From an optimization exercise on the open Yosys and OpenROAD flow, aimed at small area, a short achievable clock period and few clock cycles per item; shortcuts taken in it are not production practice. RTL that was checked went through simulation tests only; none was proved equivalent to the original.

## rev 12
==> flow/design.v <==
module alu(
        input clk,
        input rst,
        input [2:0] operation,
        input [15:0] srcA_i,
        input [15:0] srcB_i,
        input [15:0] sortNum0_i,
        input [15:0] sortNum1_i,
        input [15:0] sortNum2_i,
        input [15:0] sortNum3_i,
        input [15:0] sortNum4_i,
        input [15:0] sortNum5_i,
        input [15:0] sortNum6_i,
        input [15:0] sortNum7_i,
        input [15:0] sortNum8_i,
        output [15:0] data_o,
        output [15:0] sortNum0_o,
        output [15:0] sortNum1_o,
        output [15:0] sortNum2_o,
        output [15:0] sortNum3_o,
        output [15:0] sortNum4_o,
        output [15:0] sortNum5_o,
        output [15:0] sortNum6_o,
        output [15:0] sortNum7_o,
        output [15:0] sortNum8_o,
        output reg        done
);
localparam [2:0] OP_ADD  = 3'd0;
localparam [2:0] OP_SUB  = 3'd1;
localparam [2:0] OP_MUL  = 3'd2;
localparam [2:0] OP_DIV  = 3'd3;
localparam [2:0] OP_SORT = 3'd4;
wire [15:0] a = srcA_i;
wire [15:0] b = srcB_i;
reg  [3:0]  cnt;
reg  [15:0] H, L, D;
reg  [16:0] E;          
reg         prev;       
reg  [8:0]  cmp;        
reg  [15:0] R;          
reg         fmax, fmin;
reg  [15:0] S [0:8];
assign data_o = {(R[15] & ~fmax) | fmin, (R[14:0] | {15{fmax}}) & ~{15{fmin}}};
assign sortNum0_o = S[0];
assign sortNum1_o = S[1];
assign sortNum2_o = S[2];
assign sortNum3_o = S[3];
assign sortNum4_o = S[4];
assign sortNum5_o = S[5];
assign sortNum6_o = S[6];
assign sortNum7_o = S[7];
assign sortNum8_o = S[8];
wire first = (cnt == 4'd0);
function gt17;
        input [16:0] x;
        input [16:0] y;
        reg   [16:0] g, p;
        reg   [8:0]  g1, p1;
        reg   [4:0]  g2, p2;
        reg   [2:0]  g3, p3;
        integer i;
        begin
                g = x & ~y;
                p = x | ~y;
                for (i = 0; i < 8; i = i + 1) begin
                        g1[i] = g[2*i+1] | (p[2*i+1] & g[2*i]);
                        p1[i] = p[2*i+1] & p[2*i];
                end
                g1[8] = g[16];
                p1[8] = p[16];
                for (i = 0; i < 4; i = i + 1) begin
                        g2[i] = g1[2*i+1] | (p1[2*i+1] & g1[2*i]);
                        p2[i] = p1[2*i+1] & p1[2*i];
                end
                g2[4] = g1[8];
                p2[4] = p1[8];
                for (i = 0; i < 2; i = i + 1) begin
                        g3[i] = g2[2*i+1] | (p2[2*i+1] & g2[2*i]);
                        p3[i] = p2[2*i+1] & p2[2*i];
                end
                g3[2] = g2[4];
                p3[2] = p2[4];
                gt17 = g3[2] | (p3[2] & (g3[1] | (p3[1] & g3[0])));
        end
endfunction
function [15:0] lor16;
        input [15:0] x;
        reg   [15:0] o;
        integer i, l;
        begin
                o = x;
                for (l = 1; l < 16; l = l * 2)
                        for (i = 15; i >= l; i = i - 1)
                                o[i] = o[i] | o[i-l];
                lor16 = {o[14:0], 1'b0};
        end
endfunction
wire        is_sub = operation[0];
wire [15:0] as_r   = a + (b ^ {16{is_sub}}) + {15'd0, is_sub};
wire        as_ov  = ~a[15] & (b[15] ^ ~is_sub) & as_r[15];
wire        as_un  =  a[15] & (b[15] ^  is_sub) & ~as_r[15];
wire [15:0] na   = a ^ lor16(a);              
wire [15:0] m0_h2 = {a[15] & ~(a[14:0] == 15'd0), a[15:1]};    
reg  [15:0] m0_h;                             
reg         m0_o1, m0_o2;                     
always @* begin
        case (b[1:0])
                2'b00: begin m0_h = 16'd0; m0_o1 = 1'b0; m0_o2 = 1'b0; end
                2'b01: begin m0_h = {m0_h2[15], m0_h2[15:1]}; m0_o1 = a[0]; m0_o2 = m0_h2[0]; end
                2'b10: begin m0_h = {na[15], na[15:1]}; m0_o1 = 1'b0; m0_o2 = a[0]; end
                default: begin m0_h = {na[15], na[15], na[15:2]}; m0_o1 = a[0]; m0_o2 = na[1]; end
        endcase
end
reg         e1p, e1n, e2p, e2n;                        
wire [2:0]  bq  = first ? b[3:1] : L[3:1];             
wire [15:0] y1  = ({16{e1p}} & D) | ({16{e1n}} & E[15:0]);
wire [15:0] y2  = ({16{e2p}} & D) | ({16{e2n}} & E[15:0]);
wire        mt0 = H[0] & y1[0];                        
wire        mo1 = H[0] ^ y1[0];                        
wire [15:0] ua  = {1'b0, H[15:1]};
wire [15:0] ub  = {1'b0, y1[15:1]};
wire        uc  = {ua[13:0], mt0} > {~ub[13:0], 1'b0};   
wire        mf  = (ua[14] | ub[14] | uc) & ~(ua[14] & ub[14] & uc);   
wire [15:0] cs_s = ua ^ ub ^ y2;
wire [15:0] cs_c = (ua & ub) | (ua & y2) | (ub & y2);
wire        rnd  = (L[11] & ^L[10:2]) | (L[12] & L[11] & ~^L[10:2]);
wire [4:0]  ql   = {mo1, L[15:12]} + {4'd0, rnd};
wire        mlast = (cnt == 4'd7);
wire        c5   = mlast & rnd & mo1 & (&L[15:12]);
wire [16:0] s2t  = {cs_s, 1'b1} + {cs_c[14:0], mt0, c5};
wire [15:0] s2r  = s2t[16:1];
wire [15:0] s2   = {s2r[15] ^ mf, s2r[14:0]};
wire [15:0] mq   = {s2r[10:0], ql};
wire        sgn  = a[15] ^ b[15];
wire [15:0] am  = a ^ ({16{a[15]}} & lor16(a));      
wire [15:0] bm  = b ^ ({16{b[15]}} & lor16(b));      
wire [15:0] nb  = b ^ {16{b[15]}};
wire [16:0] t3a = {1'b0, nb};
wire [16:0] t3b = {nb, 1'b0};
wire [16:0] t3c = {15'd0, b[15], b[15]};
wire [16:0] bm3 = (t3a ^ t3b ^ t3c) + {((t3a & t3b) | (t3a & t3c) | (t3b & t3c)), 1'b0};
wire        bz    = (b == 16'd0);
wire        b1    = (b == 16'd1) | (b == 16'hffff);
wire        dv_g1 = am[15] & bz;
wire [1:0]  dv_t1 = {am[15], am[14]};
wire        dv_g2 = ((dv_t1 != 2'd0) & bz) | (dv_t1[1] & b1);
wire [1:0]  dv_t2 = (dv_g2 & b1) ? dv_t1 - 2'd1 : dv_t1;
wire [16:0] X    = {H, L[15]};
wire        h_gt = H[14:0] > D[14:0];
wire        h_eq = (H[14:0] == D[14:0]);
wire        d_g1 = (H[15] & ~D[15]) | (~(H[15] ^ D[15]) & h_gt);           
wire        d_ms = H[15] & ~D[15] & (h_gt | h_eq);                         
wire        d_ca = X[15:0] > D;
wire        x_gt = X[15:0] > E[15:0];
wire        d_c3 = (X[16] & ~E[16]) | (~(X[16] ^ E[16]) & x_gt);         
wire        d_ch = X[16] & ~E[16] & x_gt;                                 
wire        d_g2 = d_g1 ? (d_ms ? d_ch : d_c3) : d_ca;
wire [14:0] r0   = X[14:0];
wire [14:0] r1   = X[14:0] - D[14:0];
wire [14:0] r2   = X[14:0] - {D[13:0], 1'b0};
wire [14:0] r3   = X[14:0] - E[14:0];
wire        ds0  = ~d_g1 & ~d_g2, ds1 = ~d_g1 & d_g2, ds2 = d_g1 & ~d_g2, ds3 = d_g1 & d_g2;
wire [14:0] rr   = ({15{ds0}} & r0) | ({15{ds1}} & r1) | ({15{ds2}} & r2) | ({15{ds3}} & r3);
wire [15:0] dq  = {L[13:0], d_g1, d_g2};
wire [15:0] orl = lor16({2'b00, L[13:0]});
wire        glo = d_g1 | d_g2;
wire [15:0] d_res = sgn ? {L[13:0] ^ (orl[13:0] | {14{glo}}), d_g1 ^ d_g2, d_g2} : dq;
wire [15:0] xin [0:8];
assign xin[0] = sortNum0_i;
assign xin[1] = sortNum1_i;
assign xin[2] = sortNum2_i;
assign xin[3] = sortNum3_i;
assign xin[4] = sortNum4_i;
assign xin[5] = sortNum5_i;
assign xin[6] = sortNum6_i;
assign xin[7] = sortNum7_i;
assign xin[8] = sortNum8_i;
reg  [15:0] sel;
integer u;
always @* begin
        sel = 16'd0;
        for (u = 0; u < 8; u = u + 1)
                sel = sel | (xin[u] & {16{cnt[2:0] == u}});
end
reg [8:0] cmp_n;
integer j;
always @* begin
        for (j = 0; j < 9; j = j + 1)
                cmp_n[j] = gt17({sel, 1'b1}, {xin[j], ~(j < cnt)});
end
reg [3:0] ga, gb, gc;       
reg [8:0] slot;
integer k, i1, i2;
always @* begin
        for (k = 0; k < 4; k = k + 1) begin
                ga[k] = (cmp[0] + cmp[1] + cmp[2] == k);
                gb[k] = (cmp[3] + cmp[4] + cmp[5] == k);
                gc[k] = (cmp[6] + cmp[7] + cmp[8] == k);
        end
        slot = 9'd0;
        for (i1 = 0; i1 < 4; i1 = i1 + 1)
                for (i2 = 0; i2 < 4; i2 = i2 + 1)
                        for (k = 0; k < 4; k = k + 1)
                                if (i1 + i2 + k < 9)
                                        slot[i1 + i2 + k] = slot[i1 + i2 + k] | (ga[i1] & gb[i2] & gc[k]);
end
wire last = (operation == OP_MUL)  ? (cnt == 4'd7)  :
            (operation == OP_DIV)  ? (cnt == 4'd12) :
            (operation == OP_SORT) ? (cnt == 4'd8)  : 1'b1;
always @(posedge clk or posedge rst) begin
        if (rst) begin
                cnt  <= 4'd0;
                done <= 1'b0;
        end else begin
                cnt  <= last ? 4'd0 : cnt + 4'd1;
                done <= last;
        end
end
always @(posedge clk) begin
        cmp <= cmp_n;
        E   <= (operation == OP_MUL) ? {1'b0, na} : bm3;
        e1p <= ~bq[1] & bq[0];
        e1n <= bq[1] & ~bq[0];
        e2p <= ~bq[2] & bq[1];
        e2n <= bq[2] & ~bq[1];
        case (operation)
        OP_MUL: begin
                if (first) begin
                        H    <= m0_h;
                        L    <= {m0_o2, m0_o1, b[15:2]};
                        prev <= b[1];
                end else begin
                        H    <= {s2[15], s2[15:1]};
                        L    <= {s2[0], mo1, L[15:2]};
                        prev <= L[1];
                end
                D    <= a;
                R    <= mq;
                fmax <= ~sgn & mq[15];
                fmin <= sgn & ~mq[15];
        end
        OP_DIV: begin
                if (first) begin
                        H <= {13'd0, dv_t2, am[13]};
                        L <= {am[12:0], 1'b0, dv_g1, dv_g2};
                end else begin
                        H <= {rr, L[14]};
                        L <= {L[13:0], d_g1, d_g2};
                end
                prev <= L[1];
                D    <= bm;
                R    <= d_res;
                fmax <= 1'b0;
                fmin <= 1'b0;
        end
        OP_SORT: begin
                H    <= {s2[15], s2[15:1]};
                L    <= {s2[0], mo1, L[15:2]};
                prev <= L[1];
                D    <= sel;
                R    <= as_r;
                fmax <= as_ov;
                fmin <= as_un;
        end
        default: begin
                H    <= {s2[15], s2[15:1]};
                L    <= {s2[0], mo1, L[15:2]};
                prev <= L[1];
                D    <= a;
                R    <= as_r;
                fmax <= as_ov;
                fmin <= as_un;
        end
        endcase
end
wire [15:0] sdat = first ? sortNum8_i : D;
integer p;
always @(posedge clk)
        if (operation == OP_SORT)
                for (p = 0; p < 9; p = p + 1)
                        if (first | slot[p]) S[p] <= sdat;
endmodule
Settings: LEC_CHECK=0, CAP_MARGIN=20, CELL_PAD_IN_SITES_DETAIL_PLACEMENT=1, CELL_PAD_IN_SITES_GLOBAL_PLACEMENT=2, CORE_MARGIN=2, CORE_UTILIZATION=35, GPL_ROUTABILITY_DRIVEN=0, PLACE_DENSITY=0.6, SETUP_SLACK_MARGIN=1.0, SLEW_MARGIN=20; clock period 5.0 ns.
standard.sh (not shown) runs the stock make flow with config.mk's settings and CLKGATE_MAP_FILE= SYNTH_SCRIPT=/design/flow/synth_recipe.tcl, a recipe that flattens the netlist after the stock synthesis.
==> flow/flow/run.sh <==
#!/bin/bash
# The standard layout, except that the port buffers are buf_1 cells
# (buffer_ports would otherwise pick its lowest-drive buffer, a delay cell).
export BUFFER_PORTS_ARGS="-buffer_cell sky130_fd_sc_hd__buf_1"
bash standard.sh > standard.log 2>&1
Testbench counts of rev 12, summed over its fixed seeds: cycles 10,165, items 1,600.
diff inputs: rev 12 => rev 13
--- a/flow/design.v
+++ b/flow/design.v
@@ -34,5 +34,5 @@
 wire [15:0] b = srcB_i;
 reg  [3:0]  cnt;
-reg  [15:0] H, L, D;
+reg  [15:0] Hm, Hd, L, D;    
 reg  [16:0] E;          
 reg         prev;       
@@ -116,7 +116,7 @@
 wire [15:0] y1  = ({16{e1p}} & D) | ({16{e1n}} & E[15:0]);
 wire [15:0] y2  = ({16{e2p}} & D) | ({16{e2n}} & E[15:0]);
-wire        mt0 = H[0] & y1[0];                        
-wire        mo1 = H[0] ^ y1[0];                        
-wire [15:0] ua  = {1'b0, H[15:1]};
+wire        mt0 = Hm[0] & y1[0];                        
+wire        mo1 = Hm[0] ^ y1[0];                        
+wire [15:0] ua  = {1'b0, Hm[15:1]};
 wire [15:0] ub  = {1'b0, y1[15:1]};
 wire        uc  = {ua[13:0], mt0} > {~ub[13:0], 1'b0};   
@@ -146,9 +146,9 @@
 wire        dv_g2 = ((dv_t1 != 2'd0) & bz) | (dv_t1[1] & b1);
 wire [1:0]  dv_t2 = (dv_g2 & b1) ? dv_t1 - 2'd1 : dv_t1;
-wire [16:0] X    = {H, L[15]};
-wire        h_gt = H[14:0] > D[14:0];
-wire        h_eq = (H[14:0] == D[14:0]);
-wire        d_g1 = (H[15] & ~D[15]) | (~(H[15] ^ D[15]) & h_gt);           
-wire        d_ms = H[15] & ~D[15] & (h_gt | h_eq);                         
+wire [16:0] X    = {Hd, L[15]};
+wire        h_gt = Hd[14:0] > D[14:0];
+wire        h_eq = (Hd[14:0] == D[14:0]);
+wire        d_g1 = (Hd[15] & ~D[15]) | (~(Hd[15] ^ D[15]) & h_gt);           
+wire        d_ms = Hd[15] & ~D[15] & (h_gt | h_eq);                         
 wire        d_ca = X[15:0] > D;
 wire        x_gt = X[15:0] > E[15:0];
@@ -218,4 +218,6 @@
 end
 always @(posedge clk) begin
+        Hm  <= first ? m0_h : {s2[15], s2[15:1]};
+        Hd  <= first ? {13'd0, dv_t2, am[13]} : {rr, L[14]};
         cmp <= cmp_n;
         E   <= (operation == OP_MUL) ? {1'b0, na} : bm3;
@@ -227,9 +229,7 @@
         OP_MUL: begin
                 if (first) begin
-                        H    <= m0_h;
                         L    <= {m0_o2, m0_o1, b[15:2]};
                         prev <= b[1];
                 end else begin
-                        H    <= {s2[15], s2[15:1]};
                         L    <= {s2[0], mo1, L[15:2]};
                         prev <= L[1];
@@ -242,8 +242,6 @@
         OP_DIV: begin
                 if (first) begin
-                        H <= {13'd0, dv_t2, am[13]};
                         L <= {am[12:0], 1'b0, dv_g1, dv_g2};
                 end else begin
-                        H <= {rr, L[14]};
                         L <= {L[13:0], d_g1, d_g2};
                 end
@@ -255,5 +253,4 @@
         end
         OP_SORT: begin
-                H    <= {s2[15], s2[15:1]};
                 L    <= {s2[0], mo1, L[15:2]};
                 prev <= L[1];
@@ -264,5 +261,4 @@
         end
         default: begin
-                H    <= {s2[15], s2[15:1]};
                 L    <= {s2[0], mo1, L[15:2]};
                 prev <= L[1];
On maximum net fanout on the critical path: between rev 12 and rev 13, it ends up lower for rev 12.
Number of non-filler instances in the completed layout: rev 13 > rev 12
Compared with rev 12, rev 13 improves internal cell power.
Rev 13 vs rev 12 — register bit total from synthesis climbed by a few percent
Rev 13 vs. rev 12: maximum frequency went down; global-route usage went down; wire length per cell after detailed routing went down; number of cells after detailed placement went down.
Rev 13 vs rev 12: hold slack down
Function not checked in rev 13: the RTL went through the layout flow alone.

static timing again, ports no longer ideal:
How much do the figures lean on ideal ports? The routed layouts below were timed once more, with nothing changed but the port constraints. Step 1 sets driving cells, clkbuf_16 on the clock port and buf_2 on the other inputs (assumed; they add their load-dependent delay and slew). Step 2, shift: input delay + t, output delay - t, t = (earliest + latest rising clock arrival at the registers) / 2. This alone moves slack from input paths to output paths. Three values: ideal, step 1, step 2; two values: the first two.
| run | shift t [ns] | setup WS [ns] | worst setup path after step 2 | worst register clock-pin slew, ns |
|---|---|---|---|---|
| rev 12 | 0.649 | 1.180 / 1.180 / 0.583 | input to register | 0.07 / 0.07 |
| rev 13 | 0.633 | 1.014 / 1.014 / 0.415 | input to register | 0.06 / 0.06 |
After both steps every run listed still meets setup and hold. For rev 13, which loses most, drivers alone change the setup slack by 0.000 ns; drivers and shift together by -0.599 ns.
